Background: an optimization exercise with open tools, aiming at small area and a short achievable clock period. Do not read the settings as production practice.
RTL that was checked went through simulation tests only; none was proved equivalent to the original.

## before
// neuron
module neuron(
    input clk , rst , start , EOI , EOF ,
    input signed [6:0] x1 , x2 ,
    input signed [1:0] tin ,
    output learned , updating ,
    output signed [1:0] tout
);
Settings: LEC_CHECK=0, CAP_MARGIN=20, CORE_MARGIN=2, CORE_UTILIZATION=40, SETUP_SLACK_MARGIN=4.5, SLEW_MARGIN=20, SYNTH_HIERARCHICAL=1, TNS_END_PERCENT=5; clock period 9.5 ns.
run.sh (not shown) runs the stock make flow with config.mk's settings and CLKGATE_MAP_FILE= SYNTH_SCRIPT=/design/flow/synth_recipe.tcl, a recipe that flattens the netlist after the stock synthesis.
before: flow completed, timing, DRC and antenna clean
diff inputs: before => after
Settings: changing SETUP_SLACK_MARGIN from 4.5 to 5.
Results
- Across before and after, none had a timing, DRC or antenna violation.
- before has higher sequential share of layout area than after.
- Taking before as the reference, in after setup slack shows an increase of 0.41 ns, count of clock-buffer cells in the layout shows a reduction of 1, proportion of cell area spent on the clock network shows an increase of 0.76 points, peak clock frequency supported by timing shows an increase of about 9%.
- after vs before — total half-perimeter wirelength after legalization and detailed placement dropped about 0.34%.
- Area of the multi-input gates: higher on after
No run of this note included a check of the RTL's function; only the layout flow was run.

========
Another version of the RTL of neuron (not shown whole).
For scale: roughly 810 cells after synthesis, about 73 flip-flops.
Design neuron, start of the top module:
module neuron(
    input clk , rst , start , EOI , EOF ,
    input signed [6:0] x1 , x2 ,
    input signed [1:0] tin ,
    output learned , updating ,
    output signed [1:0] tout
);
Settings: LEC_CHECK=0, CAP_MARGIN=20, CORE_MARGIN=2, CORE_UTILIZATION=40, SETUP_SLACK_MARGIN=4.0, SLEW_MARGIN=20, SYNTH_HIERARCHICAL=1, TNS_END_PERCENT=5; clock period 9.5 ns.
Edit:
--- a/flow/config.mk
+++ b/flow/config.mk
@@ -10,2 +10,2 @@
-export CORE_UTILIZATION = 40
-export SETUP_SLACK_MARGIN = 4.0
+export CORE_UTILIZATION = 60
+export SETUP_SLACK_MARGIN = 4.5
The changed run completed without violations.
Worst hold slack is better by 0.043 ns.
Cell area goes up by 7.9%.
Core utilization goes up by 29 points.
Setup slack is better by 0.43 ns.
Global-route usage goes up by 13 points.
Non-clock buffer count goes up by 59.
Flip-flop and latch count stays the same.
Routed wire length goes up by 20%.
Edit:
==> flow/flow/run.sh (new file) <==
#!/bin/bash
# The standard layout (the standard.sh: standard synthesis, ORFS floorplan to finish),
# with one change: the buffers ORFS puts on the input and output ports are buf_4 cells
# instead of the delay-buffer cell that buffer_ports picks by default.
set -euo pipefail
export BUFFER_PORTS_ARGS="-buffer_cell sky130_fd_sc_hd__buf_4"
bash standard.sh finish > standard_flow.log 2>&1
==> flow/standard.sh (new file) <==
#!/bin/bash
# synth_recipe.tcl (not shown) runs the flow's synth.tcl, then flattens the netlist and writes it again
# the make line also repeats each setting of config.mk as NAME=value (left out here)
make -C /OpenROAD-flow-scripts/flow DESIGN_CONFIG=/design/flow/config.mk WORK_HOME=/design/flow/orfs CLKGATE_MAP_FILE= SYNTH_SCRIPT=/design/flow/synth_recipe.tcl "${@:-finish}"
--- a/flow/config.mk
+++ b/flow/config.mk
@@ -10 +10 @@
-export CORE_UTILIZATION = 60
+export CORE_UTILIZATION = 40
removed: flow/run.sh
The new run finished with timing, DRC and antenna clean.
Clock skew is higher by 0.0036 ns.
Worst hold slack loses 0.040 ns.
Area after synthesis does not change.
Wire length goes down by 11%.
Utilization went down by 28 points.
Count of clock-buffer cells in the layout grows by 4.
Setup slack loses 0.071 ns.

========
job 9541:
Starting RTL as in the previous note.
export LEC_CHECK = 0
export CAP_MARGIN = 20
export CORE_MARGIN = 2
export CORE_UTILIZATION = 40
export SETUP_SLACK_MARGIN = 4.5
export SLEW_MARGIN = 20
export SYNTH_HIERARCHICAL = 1
export TNS_END_PERCENT = 5
create_clock -name core_clock -period 9.5 [get_ports {clk}]
Stock flow here: none of the scripts above is used.
Changes in job 6742 relative to job 9541:
Settings: TNS_END_PERCENT removed (was 5); SETUP_SLACK_MARGIN changed from 4.5 to 5.
Notes after the runs:
- Every run in the comparison, job 6742 and job 9541, completed the flow with a clean layout.
- Higher met3 wire length was reported by job 9541, not job 6742.
- Between job 9541 and job 6742, the cell count went up.
- Setup slack at placement improves in job 6742 relative to job 9541.
Modified inputs, job 3504 compared to job 6742
Settings: TNS_END_PERCENT newly set to 5.
==> notes.md <==
Job 3504: full flow OK, the timing, design-rule and antenna checks passed
Delta (job 3504 minus job 6742): setup slack -0.095 ns; combined global-route utilization of all metal layers -0.35 points.
The origin of the worst setup path comes out dp.cs[15]$_DFF_PP1_ in one run and tin[1] in the other, namely in job 3504 and job 6742 respectively.
[compare] base=job 6742 new=job 3504: number of cells in the design after placement saw an increase; met3 global-route usage saw a decrease.
Measured against job 6742, the area of all placed cells without fillers of job 3504 comes out at 0.927 times the reference value.
The average wire length per cell after detail routing of job 3504 falls short of that of job 6742 by about 2.2%.
Changes observed in job 3504 relative to job 6742: accumulated negative setup slack did not really move.

========
## v6
Another version of the RTL of neuron (not shown whole).
For scale: ~1000 cells after synthesis, about 73 flip-flops, ~0.0086 mm^2 of cells after synthesis.
// neuron
module neuron(
    input clk , rst , start , EOI , EOF ,
    input signed [6:0] x1 , x2 ,
    input signed [1:0] tin ,
    output learned , updating ,
    output signed [1:0] tout
);
==> flow/config.mk <==
export PLATFORM = sky130hd
export DESIGN_NAME = neuron
export DESIGN_NICKNAME = neuron
export VERILOG_FILES = /design/flow/design.v
export SDC_FILE = /design/flow/constraint.sdc
export NUM_CORES = 4
export LEC_CHECK = 0
export CAP_MARGIN = 20
export CORE_MARGIN = 2
export CORE_UTILIZATION = 40
export SETUP_SLACK_MARGIN = 5
export SLEW_MARGIN = 20
==> flow/constraint.sdc <==
create_clock -name core_clock -period 9.5 [get_ports {clk}]
set_input_delay 1.9000 -clock core_clock [delete_from_list [all_inputs] [get_ports {clk}]]
set_output_delay 1.9000 -clock core_clock [all_outputs]
set_load 0.01 [all_outputs]
v6 | stages: all done | timing, DRC, antenna: all pass
Setup changes, v6 to v7
-- flow/config.mk --
<<< v6, line 9
export CORE_MARGIN = 2
export CORE_UTILIZATION = 40
export SETUP_SLACK_MARGIN = 5
export SLEW_MARGIN = 20
>>> v7, line 9
export CORE_MARGIN = 2
export CORE_UTILIZATION = 40
export SLEW_MARGIN = 20
[summary]
- Of v7 and v6, it is v7 that has the lower total vias in the final route.
- Looking at ratio of routed vias to standard cells, v7 sits 1.4% lower than v6 does.
- Relative to v6, the data arrival at the endpoint of the critical path of v7 is higher by 1.63 ns.
- v6 vs v7, standard cell with the maximum stage delay on the critical path: fa_1 vs a21oi_1
- Compared with v6, in v7 all-layer global routing usage went down 2.4 points, number of resized instances in the post-cts repair step down 206.

========
Setup of alpha:
neuron, a different RTL version from the one above (not shown whole).
Size: roughly 770 cells after synthesis, about 74 flip-flops, ~7900 um^2 of cells after synthesis.
clock: 9.5 ns
lec_check: 0
cap_margin: 20
core_margin: 2
core_utilization: 40
slew_margin: 20
synth_hierarchical: 1
tns_end_percent: 5
standard.sh (not shown) runs the stock make flow with config.mk's settings and CLKGATE_MAP_FILE= SYNTH_SCRIPT=/design/flow/synth_recipe.tcl, a recipe that flattens the netlist after the stock synthesis.
==> flow/flow/run.sh <==
#!/bin/bash
# The standard layout (the standard.sh: standard synthesis, ORFS floorplan to finish),
# with two changes: the buffers ORFS puts on the input and output ports are buf_4 cells
# instead of the delay-buffer cell that buffer_ports picks by default, and timing repair
# aims for 5.5 ns of setup slack at the design's clock period.
set -euo pipefail
export BUFFER_PORTS_ARGS="-buffer_cell sky130_fd_sc_hd__buf_4"
bash standard.sh SETUP_SLACK_MARGIN=5.5 finish > standard_flow.log 2>&1
Input-level comparison between beta and alpha:
Settings: an added SETUP_SLACK_MARGIN of 4.5.
==> flow/flow/run.sh <==
#!/bin/bash
# The standard layout (the standard.sh: standard synthesis, ORFS floorplan to finish),
# with one change: the buffers ORFS puts on the input and output ports are buf_4 cells
# instead of the delay-buffer cell that buffer_ports picks by default.
set -euo pipefail
export BUFFER_PORTS_ARGS="-buffer_cell sky130_fd_sc_hd__buf_4"
bash standard.sh finish > standard_flow.log 2>&1
==> notes.md <==
Average vias per placed instance: beta and alpha compared, lower one is beta
The global-route usage of beta falls short of that of alpha by 0.56 points.
beta vs alpha on total length of routed met3 wires: beta is the higher one.
What gamma does differently from beta at the input level:
Settings: changing TNS_END_PERCENT from 5 to 20; changing SETUP_SLACK_MARGIN from 4.5 to 5.
==> notes.md <==
- beta -> gamma: post-route met1 wirelength increased slightly
- [gamma] worst setup slack rose 0.29 ns relative to beta
- Lower placer's final routability congestion estimate goes to beta over gamma.
- Clock-buffer cell count: higher on gamma
- From beta to gamma the numbers moved as follows: non-clock buffer instance count of the final layout +about 30%, clock-cell share of area -0.68 points.
[inputs] delta vs gamma
Settings: TNS_END_PERCENT now 5, was 20.
--- outcome ---
In terms of number of max-capacitance violations reported, delta and gamma differ only marginally.
As far as sequential cell count goes, gamma and delta are indistinguishable; the numbers are identical.
delta was carried through to the last stage, and its layout satisfied the timing, design-rule and antenna checks.
For epsilon, these inputs were changed with respect to delta:
Settings: a deleted SETUP_SLACK_MARGIN that had been 5.
==> flow/flow/run.sh <==
#!/bin/bash
# The standard layout (the standard.sh: standard synthesis, ORFS floorplan to finish),
# with two changes: the buffers ORFS puts on the input and output ports are buf_4 cells
# instead of the delay-buffer cell that buffer_ports picks by default, and timing repair
# aims for 6.0 ns of setup slack at the design's clock period.
set -euo pipefail
export BUFFER_PORTS_ARGS="-buffer_cell sky130_fd_sc_hd__buf_4"
bash standard.sh SETUP_SLACK_MARGIN=6.0 finish > standard_flow.log 2>&1
Diff delta -> epsilon: routed wire length shows an increase of 5.4%, period utilization shrank by 0.82 points.
The final layout from epsilon, which completed every stage, passed the timing, design-rule and antenna checks at the end of the flow.
epsilon vs. delta: register-to-register slack higher, via count normalized by instance count saw an increase, mapped cell area comparable, final critical-path setup slack went up by 0.078 ns.
epsilon: met1 track utilization from global routing 1.6 points above delta

========
neuron, a different RTL version from the one above (not shown whole).
Size in the first run: roughly 770 cells after synthesis, about 74 flip-flops, about 7900 sq um of cells after synthesis.
clock: 9.5 ns
lec_check: 0
cap_margin: 20
core_margin: 2
core_utilization: 40
setup_slack_margin: 4.5
slew_margin: 20
synth_hierarchical: 1
tns_end_percent: 5
==> flow/flow/run.sh <==
#!/bin/bash
# The standard layout (the standard.sh: standard synthesis, ORFS floorplan to finish),
# with one change: the buffers ORFS puts on the input and output ports are buf_4 cells
# instead of the delay-buffer cell that buffer_ports picks by default.
set -euo pipefail
export BUFFER_PORTS_ARGS="-buffer_cell sky130_fd_sc_hd__buf_4"
bash standard.sh finish > standard_flow.log 2>&1
Change:
==> flow/run.sh (new file) <==
#!/bin/bash
# synth_recipe.tcl (not shown) runs the flow's synth.tcl, then flattens the netlist and writes it again
# the make line also repeats each setting of config.mk as NAME=value (left out here)
make -C /OpenROAD-flow-scripts/flow DESIGN_CONFIG=/design/flow/config.mk WORK_HOME=/design/flow/orfs CLKGATE_MAP_FILE= SYNTH_SCRIPT=/design/flow/synth_recipe.tcl finish
removed: flow/flow/run.sh
removed: flow/standard.sh
What happened:
- utilization grows by 0.83 points
- die area stays the same
- hold slack hardly moves
- global-route usage climbs by 0.37 points
- design area rose slightly
- sequential share of layout area fell by 0.41 points
- sequential cell count stays the same

========
== the baseline ==
neuron, a different RTL version from the one above (not shown whole).
For scale: ~1100 cells after synthesis, roughly 93 flip-flops, ~10000 sq um of cells after synthesis.
## neuron
module neuron(
    input clk , rst , start , EOI , EOF ,
    input signed [6:0] x1 , x2 ,
    input signed [1:0] tin ,
    output learned , updating ,
    output signed [1:0] tout
);
clock: 9.5 ns
lec_check: 0
cap_margin: 20
core_margin: 2
core_utilization: 40
slew_margin: 20
run.sh (not shown) runs the stock make flow with config.mk's settings and CLKGATE_MAP_FILE= SYNTH_SCRIPT=/design/flow/synth_recipe.tcl, a recipe that flattens the netlist after the stock synthesis.
Stock flow here: none of the scripts above is used.
Edits applied to the flow inputs when going from the baseline to the candidate:
- putting SETUP_SLACK_MARGIN at 5 where nothing was set
## What came out
The candidate went all the way through the flow, and no timing, DRC or antenna check failed. The candidate: met2 track demand over resource 3.0 points above the baseline. Going from the baseline to the candidate, wire length grew by more than 10%. Looking at first-iteration DRC count, the candidate sits 106 above the baseline. Changes observed in the candidate relative to the baseline: worst setup slack rose 1630 ps; sequential share of cell area decreased by 2.3 points relative to the old numbers; non-clock buffer count +150%.
No functional check of the RTL was part of any run of this note.

separate check: timing with driven ports:
How much do the figures lean on ideal ports? The routed layouts below were timed once more, with nothing changed but the port constraints.
Step 1 sets driving cells, clkbuf_16 on the clock port and buf_2 on the other inputs (assumed; they add their load-dependent delay and slew).
Step 2 adds t to the input delays and takes it off the output delays; t is the mean of the earliest and latest rising clock arrival at the registers after step 1. Input paths then give back, and output paths get back, about the clock's delay inside the block.
Three values: ideal, step 1, step 2; two values: the first two.
run	t, ns	slack for setup (ns)	hold WS [ns]
before	0.394	4.436 / 4.458 / 4.064	0.514 / 0.514 / 0.514
after	0.385	4.845 / 4.812 / 4.471	0.567 / 0.567 / 0.567
the first run of note 2	0.387	4.134 / 4.156 / 3.769	0.507 / 0.507 / 0.507
the second run of note 2	0.394	4.563 / 4.538 / 4.195	0.550 / 0.550 / 0.550
the third run of note 2	0.385	4.493 / 4.512 / 4.127	0.510 / 0.510 / 0.510
job 9541	0.392	4.585 / 4.606 / 4.215	0.510 / 0.510 / 0.510
job 6742	0.394	4.815 / 4.801 / 4.436	0.516 / 0.516 / 0.516
job 3504	0.389	4.720 / 4.677 / 4.351	0.520 / 0.520 / 0.520
v6	0.394	4.342 / 4.357 / 3.963	0.495 / 0.495 / 0.495
v7	0.399	2.705 / 2.731 / 2.332	0.498 / 0.498 / 0.498
alpha	0.392	5.145 / 5.158 / 4.766	0.538 / 0.538 / 0.538
beta	0.389	4.752 / 4.766 / 4.377	0.541 / 0.541 / 0.541
gamma	0.379	5.046 / 5.046 / 4.667	0.549 / 0.549 / 0.549
delta	0.378	5.042 / 5.049 / 4.671	0.550 / 0.550 / 0.550
epsilon	0.381	5.120 / 5.125 / 4.745	0.540 / 0.540 / 0.540
the first run of note 6	0.390	4.821 / 4.838 / 4.449	0.551 / 0.551 / 0.551
the second run of note 6	0.393	4.531 / 4.523 / 4.156	0.548 / 0.548 / 0.548
the baseline	0.409	1.764 / 1.764 / 1.764	0.489 / 0.489 / 0.489
the candidate	0.405	3.398 / 3.398 / 3.212	0.492 / 0.492 / 0.492
After both steps every run listed still meets setup and hold.
